Background: an optimization exercise with open tools, aiming at small area, a short achievable clock period and few clock cycles. Do not read the settings as production practice. At most, simulation tests tie the RTL to the original design; equivalence was not proved. Power figures rest on the tool's default switching activity, not on a simulated workload.

==> flow/design.v <==
module udp_send_data_buf;
endmodule
module crc_calc;
endmodule
`timescale 1 ns / 1 ps
module udp_transmit
(
    input wire  clk,
    input wire  rst,
    output wire  eth_txd_tvalid,
    output wire [31 : 0] eth_txd_tdata,
    output wire [3 : 0] eth_txd_tkeep,
    output wire  eth_txd_tlast,
    input wire  eth_txd_tready,
    output wire                    eth_txc_tvalid,
    output wire [31 : 0] eth_txc_tdata,
    output wire [3 : 0] eth_txc_tkeep,
    output wire  eth_txc_tlast,
    input wire  eth_txc_tready,
    input wire [31 : 0]   s_axis_data_tdata,
    input wire                      s_axis_data_tvalid,
    output wire                     s_axis_data_tready,
    input wire                      s_axis_data_tlast
);
    reg [8:0]  nb;           
    reg        first;        
    reg        ctrl;         
    reg        hdr;          
    reg        payload;      
    reg        lastb;        
    reg [31:0] s;            
    reg        s_rdy;        
    reg        s_full;       
    reg [15:0] p;
    reg [31:0] o;            
    reg        o_v, o_last, o_keep;
    reg        c_v, c_first, c_last;
    reg        o_e, c_e;
    wire [3:0]  b = nb[3:0];
    wire [31:0] hv = (b == 4'd0) ? 32'h0000_0100 :
                     (b == 4'd1) ? 32'h0002_0000 :
                     (b == 4'd3) ? 32'h0045_0008 :
                     (b == 4'd4) ? 32'h0000_1c04 :
                     (b == 4'd5) ? 32'h1180_0000 :
                     (b == 4'd6) ? 32'ha8c0_e767 :
                     (b == 4'd7) ? 32'hc0a8_8001 :
                     (b == 4'd8) ? 32'h1879_0164 :
                     (b == 4'd9) ? 32'h0804_3075 : 32'h0;
    wire acc    = s_axis_data_tvalid && !s_full;
    wire [31:0] w = s_full ? s : s_axis_data_tdata;
    wire c_free = c_e || eth_txc_tready;
    wire o_free = o_e || eth_txd_tready;
    wire step   = o_free && (ctrl ? (c_free && (!first || s_full || s_axis_data_tvalid))
                                  : (!payload || s_full || s_axis_data_tvalid));
    wire take   = step && payload;
    always @(posedge clk) begin
        if (rst) begin
            nb <= 9'd0;
            first <= 1'b1;
            ctrl <= 1'b1;
            hdr <= 1'b1;
            payload <= 1'b0;
            lastb <= 1'b0;
            s_rdy <= 1'b1;
            s_full <= 1'b0;
            o_v <= 1'b0;
            o_e <= 1'b1;
            c_v <= 1'b0;
            c_e <= 1'b1;
        end else begin
            if (step) begin
                nb      <= lastb ? 9'd0 : nb + 9'd1;
                first   <= lastb;
                ctrl    <= lastb || (ctrl && nb != 9'd5);
                hdr     <= lastb || (hdr && nb != 9'd9);
                payload <= (nb == 9'd9) || (payload && nb != 9'd265);
                lastb   <= (nb == 9'd265);
            end
            if (take) begin
                s_rdy <= 1'b1;
                s_full <= 1'b0;
            end else if (acc) begin
                s_rdy <= 1'b0;
                s_full <= 1'b1;
            end
            if (o_free) begin
                o_v <= step;
                o_e <= !step;
            end
            if (c_free) begin
                c_v <= step && ctrl;
                c_e <= !(step && ctrl);
            end
        end
    end
    always @(posedge clk) begin
        if (!s_full) s <= s_axis_data_tdata;
        if (take) p <= w[31:16];
        if (o_free) begin
            o[31:16] <= (hdr || lastb) ? hv[31:16] : w[15:0];
            o[15:0]  <= (hdr || nb == 9'd10) ? hv[15:0] : p;
            o_last   <= lastb;
            o_keep   <= !lastb;
        end
        if (c_free) begin
            c_first <= first;
            c_last  <= (nb == 9'd5);
        end
    end
    assign s_axis_data_tready = s_rdy;
    assign eth_txd_tvalid = o_v;
    assign eth_txd_tdata  = o;
    assign eth_txd_tkeep  = {{2{o_keep}}, 2'b11};
    assign eth_txd_tlast  = o_last;
    assign eth_txc_tvalid = c_v;
    assign eth_txc_tdata  = {c_first, 1'b0, c_first, 29'h0};
    assign eth_txc_tkeep  = 4'hF;
    assign eth_txc_tlast  = c_last;
endmodule
==> flow/config.mk <==
export PLATFORM = sky130hd
export DESIGN_NAME = udp_transmit
export DESIGN_NICKNAME = udp_transmit
export VERILOG_FILES = /design/flow/design.v
export SDC_FILE = /design/flow/constraint.sdc
export NUM_CORES = 4
export LEC_CHECK = 0
export ABC_AREA = 1
export CAP_MARGIN = 20
export CORE_MARGIN = 2
export CORE_UTILIZATION = 55
export PLACE_DENSITY = 0.7
export SETUP_SLACK_MARGIN = 3.1
export SLEW_MARGIN = 20
==> flow/constraint.sdc <==
create_clock -name core_clock -period 5.0 [get_ports {clk}]
set_input_delay 1.0000 -clock core_clock [delete_from_list [all_inputs] [get_ports {clk}]]
set_output_delay 1.0000 -clock core_clock [all_outputs]
set_load 0.01 [all_outputs]
standard.sh (not shown) runs the stock make flow with config.mk's settings and CLKGATE_MAP_FILE= SYNTH_SCRIPT=/design/flow/synth_recipe.tcl, a recipe that flattens the netlist after the stock synthesis.
==> flow/flow/run.sh <==
#!/bin/bash
# The standard layout (standard.sh), with two changes to how it is made:
# ports are buffered with the smallest buffer (buf_1; timing repair upsizes
# the ones it needs), and each constant net keeps the single tie cell that
# synthesis gives it instead of one tie cell per load.
set -euo pipefail
export BUFFER_PORTS_ARGS="-buffer_cell sky130_fd_sc_hd__buf_1"
export SKIP_REPAIR_TIE_FANOUT=1
bash standard.sh > standard.log 2>&1
Rerun with:
--- a/flow/design.v
+++ b/flow/design.v
@@ -32,27 +32,26 @@
     reg        s_rdy;        
     reg        s_full;       
     reg [15:0] p;
     reg [31:0] o;            
     reg        o_v, o_last, o_keep;
     reg        c_v, c_first, c_last;
-    reg        o_e, c_e;
     wire [3:0]  b = nb[3:0];
     wire [31:0] hv = (b == 4'd0) ? 32'h0000_0100 :
                      (b == 4'd1) ? 32'h0002_0000 :
                      (b == 4'd3) ? 32'h0045_0008 :
                      (b == 4'd4) ? 32'h0000_1c04 :
                      (b == 4'd5) ? 32'h1180_0000 :
                      (b == 4'd6) ? 32'ha8c0_e767 :
                      (b == 4'd7) ? 32'hc0a8_8001 :
                      (b == 4'd8) ? 32'h1879_0164 :
                      (b == 4'd9) ? 32'h0804_3075 : 32'h0;
     wire acc    = s_axis_data_tvalid && !s_full;
     wire [31:0] w = s_full ? s : s_axis_data_tdata;
-    wire c_free = c_e || eth_txc_tready;
-    wire o_free = o_e || eth_txd_tready;
+    wire c_free = !c_v || eth_txc_tready;
+    wire o_free = !o_v || eth_txd_tready;
     wire step   = o_free && (ctrl ? (c_free && (!first || s_full || s_axis_data_tvalid))
                                   : (!payload || s_full || s_axis_data_tvalid));
     wire take   = step && payload;
     always @(posedge clk) begin
         if (rst) begin
             nb <= 9'd0;
@@ -61,15 +60,13 @@
             hdr <= 1'b1;
             payload <= 1'b0;
             lastb <= 1'b0;
             s_rdy <= 1'b1;
             s_full <= 1'b0;
             o_v <= 1'b0;
-            o_e <= 1'b1;
             c_v <= 1'b0;
-            c_e <= 1'b1;
         end else begin
             if (step) begin
                 nb      <= lastb ? 9'd0 : nb + 9'd1;
                 first   <= lastb;
                 ctrl    <= lastb || (ctrl && nb != 9'd5);
                 hdr     <= lastb || (hdr && nb != 9'd9);
@@ -80,20 +77,14 @@
                 s_rdy <= 1'b1;
                 s_full <= 1'b0;
             end else if (acc) begin
                 s_rdy <= 1'b0;
                 s_full <= 1'b1;
             end
-            if (o_free) begin
-                o_v <= step;
-                o_e <= !step;
-            end
-            if (c_free) begin
-                c_v <= step && ctrl;
-                c_e <= !(step && ctrl);
-            end
+            if (o_free) o_v <= step;
+            if (c_free) c_v <= step && ctrl;
         end
     end
     always @(posedge clk) begin
         if (!s_full) s <= s_axis_data_tdata;
         if (take) p <= w[31:16];
         if (o_free) begin
After rerunning: Power goes down by 2.2%. Setup slack is worse by 0.022 ns. Clock skew hardly moves. Critical path depth does not change. Worst hold slack gains 0.0055 ns. Non-clock buffer count rose by 3. Count of clock-buffer cells in the layout shrinks by 1. Routed wire length came out lower by 0.78%. Design area goes down by 1.3%. Global-route usage is about the same.
Testbench counts after the change, summed over its fixed seeds: cycles 26,373.
Function not checked in the first run of this note: the RTL went through the layout flow alone.

-- port drivers added, routing unchanged --
The results above use ideal ports. As a check the final layouts listed here were re-extracted and re-timed, cells and wires unchanged. Step 1, drivers: a clkbuf_16 drives clk and a buf_2 each remaining input, both assumed. Step 2, shift: input delay + t, output delay - t, t = (earliest + latest rising clock arrival at the registers) / 2. This alone moves slack from input paths to output paths. a / b / c = no drivers / after step 1 / after step 2; a / b = the first two.
run | shift t [ns] | setup WS [ns] | worst setup path at the end | slew at the worst register clock pin (ns) | cell pins on the clock port's net
the first run | 0.388 | 3.072 / 3.042 / 2.815 | input to register | 0.11 / 0.11 | 1
the second run | 0.399 | 3.050 / 3.018 / 2.793 | input to register | 0.10 / 0.10 | 1
After both steps every run listed still meets setup and hold.
